This is an optimization exercise on Yosys and OpenROAD, whose aim is small area, not a production implementation.

==> 03-17 <==
// QAM
module QAM(clk, rst, en, Din, IFout);
input clk, rst, en;
input Din;
output reg signed [17:0] IFout;
reg ce2;           
reg sm_ctrl;       
reg swap;          
reg [1:0] spc;     
reg sm_i, sm_q;    
reg [3:0] usi;     
reg [3:0] cnt;     
reg [8:0] sym_i, sym_q;  
reg [1:0] mix_cnt;
reg [15:0] acc;    
wire en0 = en & ce2;
wire en1 = sm_ctrl & ce2;
wire en2 = usi[3];
wire [1:0] sw = usi[1:0];
wire load = en2 & (sw == 2'd0);
wire neg = ~mix_cnt[1];                         
wire [8:0] s = mix_cnt[0] ? sym_i : sym_q;      
wire [8:0] x = s ^ {9{neg}};
wire [8:0] v;      
reg [8:0] wpr;
wire [3:0] usi_d = !usi[3] ? (en ? usi + 4'd1 : usi) : {usi[3:2], usi[1:0] + 2'd1};
wire [8:0] sym_i_d = load ? {sym_i[7:0], sm_i} : sym_i;
wire [8:0] sym_q_d = load ? {sym_q[7:0], sm_q} : sym_q;
wire [3:0] cnt_d = (load && cnt != 4'd9) ? cnt + 4'd1 : cnt;
wire [1:0] mix_d = en ? mix_cnt + 2'd1 : mix_cnt;
wire [1:0] sw_d = usi_d[1:0];
wire [8:0] x_d = (mix_d[0] ? sym_i_d : sym_q_d) ^ {9{~mix_d[1]}};
wire [8:0] v_d;
assign v_d[0] = cnt_d > 4'd0;
assign v_d[1] = cnt_d > 4'd1;
assign v_d[2] = cnt_d > 4'd2;
assign v_d[3] = cnt_d > 4'd3;
assign v_d[4] = cnt_d > 4'd4;
assign v_d[5] = cnt_d > 4'd5;
assign v_d[6] = cnt_d > 4'd6;
assign v_d[7] = cnt_d > 4'd7;
assign v_d[8] = cnt_d > 4'd8;
assign v[0] = cnt > 4'd0;
assign v[1] = cnt > 4'd1;
assign v[2] = cnt > 4'd2;
assign v[3] = cnt > 4'd3;
assign v[4] = cnt > 4'd4;
assign v[5] = cnt > 4'd5;
assign v[6] = cnt > 4'd6;
assign v[7] = cnt > 4'd7;
assign v[8] = cnt > 4'd8;
reg sg0; reg [15:0] ka0, kb0;    
always @(*) begin
  case (sw)
    2'd0: begin sg0 = 1'b1; ka0 = 16'd74; kb0 = 16'd148; end
    2'd1: begin sg0 = 1'b0; ka0 = 16'd0; kb0 = 16'd0; end
    2'd2: begin sg0 = 1'b0; ka0 = 16'd0; kb0 = 16'd0; end
    2'd3: begin sg0 = 1'b1; ka0 = 16'd168; kb0 = 16'd336; end
  endcase
end
reg sgd0;    
always @(*) begin
  case (sw_d)
    2'd0: sgd0 = 1'b1;
    2'd1: sgd0 = 1'b0;
    2'd2: sgd0 = 1'b0;
    2'd3: sgd0 = 1'b1;
  endcase
end
wire wp_d0 = v_d[0] & ~(x_d[0] ^ sgd0);
wire wp0 = wpr[0];
wire [15:0] t0 = ({16{wp0}} & kb0) | ({16{~v[0]}} & ka0);
reg sg1; reg [15:0] ka1, kb1;    
always @(*) begin
  case (sw)
    2'd0: begin sg1 = 1'b1; ka1 = 16'd276; kb1 = 16'd552; end
    2'd1: begin sg1 = 1'b0; ka1 = 16'd185; kb1 = 16'd370; end
    2'd2: begin sg1 = 1'b0; ka1 = 16'd267; kb1 = 16'd534; end
  ...
export LEC_CHECK = 0
export ABC_AREA = 1
export CAP_MARGIN = 20
export CORE_MARGIN = 2
export CORE_UTILIZATION = 40
export GPL_TIMING_DRIVEN = 0
export SLEW_MARGIN = 20
create_clock -name core_clock -period 5.0 [get_ports {clk}]
standard.sh (not shown) runs the stock make flow with config.mk's settings and CLKGATE_MAP_FILE= SYNTH_SCRIPT=/design/flow/synth_recipe.tcl, a recipe that flattens the netlist after the stock synthesis.
==> flow/flow/run.sh <==
#!/bin/bash
# Layout flow: the standard ORFS flow (standard.sh), with Yosys's generic synthesis run
# without its intermediate ABC pass (SYNTH_ARGS=-noabc), so that the adder tree written in
# the RTL reaches full-adder extraction as written. Registers, their names and cell types
# are those of the standard synthesis. Each ORFS step writes its own log under
# orfs/logs/; make's own output goes to make.log in this folder.
set -euo pipefail
bash standard.sh SYNTH_ARGS=-noabc finish > make.log 2>&1
==> 05-21: changes against 03-17 <==
--- a/flow/design.v
+++ b/flow/design.v
@@ -416,18 +416,112 @@
 wire hs167 = fc140 ^ fs141;
 wire hc168 = fc140 & fs141;
 wire fs169 = fc142 ^ fs143 ^ 1'b1;
 wire fc170 = (fc142 & fs143) | (fc142 & 1'b1) | (fs143 & 1'b1);
 wire fs171 = fc144 ^ t4[14] ^ t5[14];
 wire fc172 = (fc144 & t4[14]) | (fc144 & t5[14]) | (t4[14] & t5[14]);
 wire hs173 = t4[15] ^ 1'b1;
-wire [15:0] cpa_a = {fc172, fc170, hc168, fc166, fc164, fc162, fc160, fc158, fc156, fc154, fc152, hc150, fc148, fc146, fs145, fs117};
-wire [15:0] cpa_b = {hs173, fs171, fs169, hs167, fs165, fs163, fs161, fs159, fs157, fs155, fs153, fs151, hs149, fs147, 1'b0, kc[0]};
-wire [15:0] cpa_s = cpa_a + cpa_b;
-wire [15:0] nxt = {cpa_s[15], cpa_s[14], cpa_s[13], cpa_s[12], cpa_s[11], cpa_s[10], cpa_s[9], cpa_s[8], cpa_s[7], cpa_s[6], cpa_s[5], cpa_s[4], cpa_s[3], cpa_s[2], cpa_s[1], cpa_s[0]};
+wire pp174 = fs117 ^ kc[0];
+wire pg175 = fs117 & kc[0];
+wire pp176 = fc146 ^ fs147;
+wire pg177 = fc146 & fs147;
+wire pp178 = fc148 ^ hs149;
+wire pg179 = fc148 & hs149;
+wire pp180 = hc150 ^ fs151;
+wire pg181 = hc150 & fs151;
+wire pp182 = fc152 ^ fs153;
+wire pg183 = fc152 & fs153;
+wire pp184 = fc154 ^ fs155;
+wire pg185 = fc154 & fs155;
+wire pp186 = fc156 ^ fs157;
+wire pg187 = fc156 & fs157;
+wire pp188 = fc158 ^ fs159;
+wire pg189 = fc158 & fs159;
+wire pp190 = fc160 ^ fs161;
+wire pg191 = fc160 & fs161;
+wire pp192 = fc162 ^ fs163;
+wire pg193 = fc162 & fs163;
+wire pp194 = fc164 ^ fs165;
+wire pg195 = fc164 & fs165;
+wire pp196 = fc166 ^ hs167;
+wire pg197 = fc166 & hs167;
+wire pp198 = hc168 ^ fs169;
+wire pg199 = hc168 & fs169;
+wire pp200 = fc170 ^ fs171;
+wire pg201 = fc170 & fs171;
+wire pp202 = fc172 ^ hs173;
+wire pg203 = fc172 & hs173;
+wire cg204 = (fs145 & pg175);
+wire cp205 = (fs145 & pp174);
+wire cg206 = (pg179 | (pp178 & pg177));
+wire cp207 = (pp178 & pp176);
+wire cg208 = (pg183 | (pp182 & pg181));
+wire cp209 = (pp182 & pp180);
+wire cg210 = (pg187 | (pp186 & pg185));
+wire cp211 = (pp186 & pp184);
+wire cg212 = (pg191 | (pp190 & pg189));
+wire cp213 = (pp190 & pp188);
+wire cg214 = (pg195 | (pp194 & pg193));
+wire cp215 = (pp194 & pp192);
+wire cg216 = (pg199 | (pp198 & pg197));
+wire cp217 = (pp198 & pp196);
+wire cg218 = (pg203 | (pp202 & pg201));
+wire cp219 = (pp202 & pp200);
+wire cg220 = (cg206 | (cp207 & cg204));
+wire cp221 = (cp207 & cp205);
+wire cg222 = (cg210 | (cp211 & cg208));
+wire cp223 = (cp211 & cp209);
+wire cg224 = (cg214 | (cp215 & cg212));
+wire cp225 = (cp215 & cp213);
+wire cg226 = (cg218 | (cp219 & cg216));
+wire cp227 = (cp219 & cp217);
+wire cg228 = (cg222 | (cp223 & cg220));
+wire cp229 = (cp223 & cp221);
+wire cg230 = (cg226 | (cp227 & cg224));
+wire cp231 = (cp227 & cp225);
+wire cg232 = (cg230 | (cp231 & cg228));
+wire cp233 = (cp231 & cp229);
+wire cg234 = (cg224 | (cp225 & cg228));
+wire cp235 = (cp225 & cp229);
+wire cg236 = (cg208 | (cp209 & cg220));
+wire cp237 = (cp209 & cp221);
+wire cg238 = (cg212 | (cp213 & cg228));
+wire cp239 = (cp213 & cp229);
+wire cg240 = (cg216 | (cp217 & cg234));
+wire cp241 = (cp217 & cp235);
+wire cg242 = (pg177 | (pp176 & cg204));
+wire cp243 = (pp176 & cp205);
+wire cg244 = (pg181 | (pp180 & cg220));
+wire cp245 = (pp180 & cp221);
+wire cg246 = (pg185 | (pp184 & cg236));
+wire cp247 = (pp184 & cp237);
+wire cg248 = (pg189 | (pp188 & cg228));
+wire cp249 = (pp188 & cp229);
+wire cg250 = (pg193 | (pp192 & cg238));
+wire cp251 = (pp192 & cp239);
+wire cg252 = (pg197 | (pp196 & cg234));
+wire cp253 = (pp196 & cp235);
+wire cg254 = (pg201 | (pp200 & cg240));
+wire cp255 = (pp200 & cp241);
+wire sum256 = fs145 ^ pg175;
+wire sum257 = pp176 ^ cg204;
+wire sum258 = pp178 ^ cg242;
+wire sum259 = pp180 ^ cg220;
+wire sum260 = pp182 ^ cg244;
+wire sum261 = pp184 ^ cg236;
+wire sum262 = pp186 ^ cg246;
+wire sum263 = pp188 ^ cg228;
+wire sum264 = pp190 ^ cg248;
+wire sum265 = pp192 ^ cg238;
+wire sum266 = pp194 ^ cg250;
+wire sum267 = pp196 ^ cg234;
+wire sum268 = pp198 ^ cg252;
+wire sum269 = pp200 ^ cg240;
+wire sum270 = pp202 ^ cg254;
+wire [15:0] nxt = {sum270, sum269, sum268, sum267, sum266, sum265, sum264, sum263, sum262, sum261, sum260, sum259, sum258, sum257, sum256, pp174};
 always @(posedge clk or posedge rst) begin
 	if (rst) begin
 		ce2 <= 1'b0; sm_ctrl <= 1'b0; swap <= 1'b0; spc <= 2'd0;
 		sm_i <= 1'b0; sm_q <= 1'b0;
 		usi <= 4'd0; cnt <= 4'd0; sym_i <= 9'd0; sym_q <= 9'd0;
 		mix_cnt <= 2'd0; acc <= 16'd0; wpr <= 9'd0;
 	end
==> flow/flow/run.sh (replaced) <==
#!/bin/bash
# Layout flow: the standard ORFS flow (standard.sh) with two synthesis changes that keep
# the standard synthesis's registers, names and cell types:
#  - Yosys's generic synthesis runs without its intermediate ABC pass (SYNTH_ARGS=-noabc),
#    so the adder tree written in the RTL reaches full-adder extraction as written;
#  - the final ABC technology mapping uses an area-oriented script (flow/abc_area.script),
#    through a copy of ORFS's scripts folder that differs only in that file.
# Each ORFS step writes its own log under orfs/logs/; make's output goes to make.log here.
set -euo pipefail
rm -rf scripts_local
cp -r "$FLOW_HOME/scripts" scripts_local
cp flow/abc_area.script scripts_local/abc_area.script
bash standard.sh SYNTH_ARGS=-noabc SCRIPTS_DIR="$PWD/scripts_local" finish > make.log 2>&1
==> flow/flow/abc_area.script (new file) <==
strash
dch -f
map -D 800
topo
stime -c
buffer -c
upsize -c -D 800
dnsize -c -D 800
==> results.txt <==
fin worst setup slack -435 ps; outcome complete, but fails checks; number of setup violations in the final report 8; layout check failures setup timing
[end of results for 05-21]
==> results.txt <==
fin worst setup slack between 100 and 150 ps; outcome finished clean; number of setup violations in the final report 0; placed instance area around 6500 um2
[end of results for 03-17]
No run of this note included a check of the RTL's function; only the layout flow was run.

static timing again, ports no longer ideal:
In the flow no input, the clock included, has a driving cell. The finished layouts below were timed again as built, in two steps. Step 1, drivers: a clkbuf_16 drives clk and a buf_2 each remaining input, both assumed. Step 2 times the ports against the registers' clock, not the clock port: input delays grow and output delays shrink by t, the midpoint of the rising clock arrivals with the driver on. Slacks: ideal / step 1 / step 2; pairs: ideal / step 1.
run	t (ns)	setup slack, ns	worst setup path after step 2	pins driven straight from the clock port
03-17	0.377	0.147 / 0.147 / 0.147	register to register	1
05-21	0.373	-0.435 / -0.435 / -0.435	register to register	1
